Background: an optimization exercise with open tools, aiming at small area. Do not read the settings as production practice. In this exercise RTL edits were held to simulation tests only and were not proved equivalent to the original. No activity file was given, so power comes from the tool's default toggle rates.

== north ==
## magnitude_wrapper
module magnitude_wrapper(
	input aclk,
	input aresetn,
	input s_i_data_valid,
	output reg s_o_data_ready,
	input [31:0] s_i_data,
	output reg m_o_data_valid,
	input m_i_data_ready,
	output [31:0] m_o_data
    );
Size: about 560 cells after synthesis, roughly 70 I/O pins.
Settings: LEC_CHECK=0, CAP_MARGIN=20, CORE_MARGIN=2, CORE_UTILIZATION=40, SLEW_MARGIN=20, SYNTH_HIERARCHICAL=1, SYNTH_MINIMUM_KEEP_SIZE=0; clock period 10.0 ns.
standard.sh (not shown) runs the stock make flow with config.mk's settings and CLKGATE_MAP_FILE= SYNTH_SCRIPT=/design/flow/synth_recipe.tcl, a recipe that flattens the netlist after the stock synthesis.
==> flow/flow/run.sh <==
#!/bin/bash
# Standard layout, but the port buffers are the smallest plain buffer and
# the clock tree uses smaller buffers without dummy loads.
set -euo pipefail
export BUFFER_PORTS_ARGS="-buffer_cell sky130_fd_sc_hd__buf_1"
export CTS_ARGS="-sink_clustering_enable -repair_clock_nets -dont_use_dummy_load -buf_list sky130_fd_sc_hd__clkbuf_8"
bash standard.sh finish > standard_flow.log 2>&1
north: done, clean on timing, DRC and antenna
Here is what was changed in the inputs of south compared with north.
==> flow/flow/run.sh <==
#!/bin/bash
# Standard layout, but the port buffers are the smallest plain buffer and
# the clock tree uses smaller buffers without dummy loads.
set -euo pipefail
export BUFFER_PORTS_ARGS="-buffer_cell sky130_fd_sc_hd__buf_1"
export CTS_ARGS="-sink_clustering_enable -repair_clock_nets -dont_use_dummy_load -buf_list sky130_fd_sc_hd__clkbuf_8 -sink_clustering_size 30 -sink_clustering_max_diameter 150"
bash standard.sh finish > standard_flow.log 2>&1
### Flow results
- Diff south..north | design area | unchanged
- As far as boundary pin count goes, south and north are indistinguishable; the numbers are identical.
- Global-route usage: south vs north identical
- Reported for north and south, count of distinct cell types in the synthesized netlist turned out identical to the last digit.
- Diff north..south | period utilization | unchanged

* * *

magnitude_wrapper, a different RTL version from the one above (not shown whole).
Size in the first run: roughly 560 cells after synthesis, roughly 110 flip-flops, roughly 7000 um^2 of cells after synthesis.
clock: 10.0 ns
lec_check: 0
cap_margin: 20
core_margin: 2
core_utilization: 40
slew_margin: 20
synth_hierarchical: 1
synth_minimum_keep_size: 0
run.sh (not shown) runs the stock make flow with config.mk's settings and CLKGATE_MAP_FILE= SYNTH_SCRIPT=/design/flow/synth_recipe.tcl, a recipe that flattens the netlist after the stock synthesis.
Stock flow here: none of the scripts above is used.
The first run finished clean.
Then changed:
==> flow/flow/run.sh (new file) <==
#!/bin/bash
# Standard layout, but the port buffers are the smallest plain buffer and
# the clock tree uses smaller buffers without dummy loads.
set -euo pipefail
export BUFFER_PORTS_ARGS="-buffer_cell sky130_fd_sc_hd__buf_1"
export CTS_ARGS="-sink_clustering_enable -repair_clock_nets -dont_use_dummy_load -buf_list sky130_fd_sc_hd__clkbuf_8"
bash standard.sh finish > standard_flow.log 2>&1
==> flow/standard.sh (new file) <==
#!/bin/bash
# synth_recipe.tcl (not shown) runs the flow's synth.tcl, then flattens the netlist and writes it again
# the make line also repeats each setting of config.mk as NAME=value (left out here)
make -C /OpenROAD-flow-scripts/flow DESIGN_CONFIG=/design/flow/config.mk WORK_HOME=/design/flow/orfs CLKGATE_MAP_FILE= SYNTH_SCRIPT=/design/flow/synth_recipe.tcl "${@:-finish}"
removed: flow/run.sh
Outcome: The changed run finished with timing, DRC and antenna clean. Utilization falls by 3.9 points. Clock-buffer cell count does not change. Sequential power is about the same. Maximum frequency grows by 2.5%. Hold slack gets worse by 0.0074 ns. Via count falls by 2.0%. Die area does not change. Worst setup slack improved by 0.23 ns. Non-clock buffer count came out lower by 2. Critical path depth went down by 1.

* * *

job 8956:
magnitude_wrapper, a different RTL version from the one above (not shown whole).
Size: ~580 cells after synthesis, roughly 70 I/O pins, ~7200 sq um of cells after synthesis.
==> flow/design.v (excerpt) <==
module magnitude_wrapper(
	input aclk,
	input aresetn,
	input s_i_data_valid,
	output reg s_o_data_ready,
	input [31:0] s_i_data,
	output reg m_o_data_valid,
	input m_i_data_ready,
	output [31:0] m_o_data
    );
clock: 10.0 ns
lec_check: 0
cap_margin: 0
core_margin: 2
core_utilization: 40
slew_margin: 0
synth_hierarchical: 1
synth_minimum_keep_size: 0
standard.sh (not shown) runs the stock make flow with config.mk's settings and CLKGATE_MAP_FILE= SYNTH_SCRIPT=/design/flow/synth_recipe.tcl, a recipe that flattens the netlist after the stock synthesis.
==> flow/flow/run.sh <==
#!/bin/bash
# Standard layout, but the port buffers are the smallest plain buffer.
set -euo pipefail
export BUFFER_PORTS_ARGS="-buffer_cell sky130_fd_sc_hd__buf_1"
bash standard.sh finish > standard_flow.log 2>&1
Modified inputs, job 7715 compared to job 8956
Settings: swapping 0 for 20 in CAP_MARGIN; swapping 0 for 20 in SLEW_MARGIN.
==> flow/flow/run.sh <==
#!/bin/bash
# Standard layout, but the port buffers are the smallest plain buffer and
# the clock tree uses smaller buffers without dummy loads.
set -euo pipefail
export BUFFER_PORTS_ARGS="-buffer_cell sky130_fd_sc_hd__buf_1"
export CTS_ARGS="-sink_clustering_enable -repair_clock_nets -dont_use_dummy_load -buf_list sky130_fd_sc_hd__clkbuf_8"
bash standard.sh finish > standard_flow.log 2>&1
### Flow results
Every run in the comparison, job 7715 and job 8956, completed the flow with a clean layout.
Job 7715: combinational group share of total power 3.6 points above job 8956
Job 7715 — overall power consumption 0.00018 W lower, job 8956 as reference
NOTE via count of the first global-routing pass job 8956->job 7715 decreased slightly
As far as pre-CTS setup slack goes, job 8956 and job 7715 are indistinguishable; the numbers are identical.
There was hardly any difference in top achievable clock speed between job 7715 and job 8956.
Reported for job 7715 and job 8956, tap cell instance count turned out identical to the last digit.
Via count, job 7715 and job 8956, lower one = job 7715.
In the flow results for job 7715 and job 8956, the maximum VDD drop is larger on job 7715.
Diff job 8956 -> job 7715 | internal power | decrease of 0.00013 W
Global-route usage, job 7715 and job 8956: lower on job 7715
The number of optimization iterations in the first detailed-route pass reported for job 7715 is greater than that of job 8956 by 3.
#### Input delta (job 4483 over job 7715)
Settings: GPL_TIMING_DRIVEN now 0, previously not set.
==> comparison <==
Looking only at wire length of the first global-routing pass, and setting everything else aside, the lower value of job 4483 and job 7715 goes to job 7715. Lower part of the total power dissipated in the clock network goes to job 4483 over job 7715. Going from job 7715 to job 4483, number of buffers outside the clock class in the layout grows by about 50%. Fmax ended up 6.8% lower on job 4483 than on job 7715.
The inputs of job 6582 differ from those of job 4483 as listed below.
Settings: GPL_TIMING_DRIVEN removed (was 0).
==> flow/run.sh (new file) <==
#!/bin/bash
# synth_recipe.tcl (not shown) runs the flow's synth.tcl, then flattens the netlist and writes it again
# the make line also repeats each setting of config.mk as NAME=value (left out here)
make -C /OpenROAD-flow-scripts/flow DESIGN_CONFIG=/design/flow/config.mk WORK_HOME=/design/flow/orfs CLKGATE_MAP_FILE= SYNTH_SCRIPT=/design/flow/synth_recipe.tcl finish
removed: flow/flow/run.sh
removed: flow/standard.sh
[summary]
Between job 6582 and job 4483, the portion of total power attributed to combinational logic is lower for job 6582.
| final standard cell area without fillers | lower: job 4483 |
Cmp job 6582 and job 4483 / via density per instance / higher: job 6582
Job 6582 vs job 4483 — part of the total power dissipated in sequential elements dropped 1.5 points.
Summary of the comparison: sequential share of layout area is lower in job 6582, relative to job 4483.
Job 6582 — power about 7% higher, job 4483 as reference

* * *

Another version of the RTL of magnitude_wrapper (not shown whole).
Size: roughly 570 cells after synthesis.
Settings: LEC_CHECK=0, CAP_MARGIN=20, CORE_MARGIN=2, CORE_UTILIZATION=40, SLEW_MARGIN=20, SYNTH_HIERARCHICAL=1, SYNTH_MINIMUM_KEEP_SIZE=0; clock period 10.0 ns.
==> flow/flow/run.sh <==
#!/bin/bash
# Standard layout, but the port buffers are the smallest plain buffer and
# the clock tree uses smaller buffers without dummy loads.
set -euo pipefail
export BUFFER_PORTS_ARGS="-buffer_cell sky130_fd_sc_hd__buf_1"
export CTS_ARGS="-sink_clustering_enable -repair_clock_nets -dont_use_dummy_load -root_buf sky130_fd_sc_hd__clkbuf_8 -tree_buf sky130_fd_sc_hd__clkbuf_4 -sink_clustering_buffer sky130_fd_sc_hd__clkbuf_4 -buf_list sky130_fd_sc_hd__clkbuf_4 -sink_clustering_size 12"
bash standard.sh finish > standard_flow.log 2>&1
Then changed:
==> flow/flow/run.sh (replaced) <==
#!/bin/bash
# Standard layout, but the port buffers are the smallest plain buffer and
# the clock tree uses smaller buffers without dummy loads.
set -euo pipefail
export BUFFER_PORTS_ARGS="-buffer_cell sky130_fd_sc_hd__buf_1"
export CTS_ARGS="-sink_clustering_enable -repair_clock_nets -dont_use_dummy_load -buf_list sky130_fd_sc_hd__clkbuf_8"
bash standard.sh finish > standard_flow.log 2>&1
CORE_UTILIZATION = 65   (was 40)
What happened: Synthesized cell count is unchanged; power is about the same; die area decreases by well over a third; worst setup slack stays flat; design area drops slightly; wire length drops by a few percent.
Then changed:
CORE_UTILIZATION = 40   (was 65)
What happened: Die area goes up by 60%. Clock power hardly moves. Sequential power stays flat. Via count came out lower by 1.3%. Setup slack stays flat. Non-clock buffer count came out lower by 3. Worst hold slack gets better by 0.0038 ns. Global-route usage is lower by 9.8 points. Count of clock-buffer cells in the layout is unchanged. Design area is higher by 0.88%. Area after synthesis does not change.

* * *

Starting RTL as in the previous note.
clock: 10.0 ns
lec_check: 0
cap_margin: 20
core_margin: 2
core_utilization: 40
slew_margin: 20
synth_hierarchical: 1
synth_minimum_keep_size: 0
==> flow/flow/run.sh <==
#!/bin/bash
# Standard layout, but the port buffers are the smallest plain buffer and
# the clock tree uses smaller buffers without dummy loads.
set -euo pipefail
export BUFFER_PORTS_ARGS="-buffer_cell sky130_fd_sc_hd__buf_1"
export CTS_ARGS="-sink_clustering_enable -repair_clock_nets -dont_use_dummy_load -root_buf sky130_fd_sc_hd__clkbuf_8 -buf_list sky130_fd_sc_hd__clkbuf_4"
bash standard.sh finish > standard_flow.log 2>&1
Next try:
==> flow/flow/run.sh (replaced) <==
#!/bin/bash
# Standard layout, but the port buffers are the smallest plain buffer and
# the clock tree uses smaller buffers without dummy loads.
set -euo pipefail
export BUFFER_PORTS_ARGS="-buffer_cell sky130_fd_sc_hd__buf_1"
export CTS_ARGS="-sink_clustering_enable -repair_clock_nets -dont_use_dummy_load -buf_list sky130_fd_sc_hd__clkbuf_8"
bash standard.sh finish > standard_flow.log 2>&1
Settings changed: GPL_TIMING_DRIVEN set to 0.
=>
- non-clock buffer count climbs by 55
- register-to-register slack is worse by 0.45 ns
- global-route usage shrinks by 0.43 points
- sequential share of layout area decreases by 1.2 points
- design area rises by a few percent
- cell count grows by a few percent
- wire length rises slightly
- sequential power barely changes
- worst hold slack barely changes
- worst setup slack is worse by 0.37 ns
- fmax shrinks by a few percent

re-timing with driven ports:
How much do the figures lean on ideal ports? The routed layouts below were timed once more, with nothing changed but the port constraints. Step 1: set_driving_cell puts a clkbuf_16 on aclk and a buf_2 on each other input, an assumption about the parent block. Step 2 adds t to the input delays and takes it off the output delays; t is the mean of the earliest and latest rising clock arrival at the registers after step 1. Input paths then give back, and output paths get back, about the clock's delay inside the block. Three values: ideal, step 1, step 2; two values: the first two.
run	t, ns	setup WS [ns]	pins driven straight from the clock port
north	0.425	0.671 / 0.685 / 0.260	1
south	0.425	0.671 / 0.685 / 0.260	1
the first run of note 2	0.400	0.343 / 0.363 / -0.037	1
the second run of note 2	0.420	0.575 / 0.588 / 0.168	1
job 8956	0.405	1.805 / 1.819 / 1.414	1
job 7715	0.413	1.801 / 1.818 / 1.405	1
job 4483	0.417	1.202 / 1.211 / 0.793	1
job 6582	0.392	1.454 / 1.467 / 1.075	1
the first run of note 4	0.408	0.688 / 0.700 / 0.292	1
the second run of note 4	0.414	0.690 / 0.703 / 0.288	1
the third run of note 4	0.408	0.688 / 0.700 / 0.292	1
the first run of note 5	0.408	0.688 / 0.700 / 0.292	1
the second run of note 5	0.416	0.315 / 0.331 / -0.085	1
Met with ideal ports but missed after step 2: setup timing in the first run of note 2 and the second run of note 5.
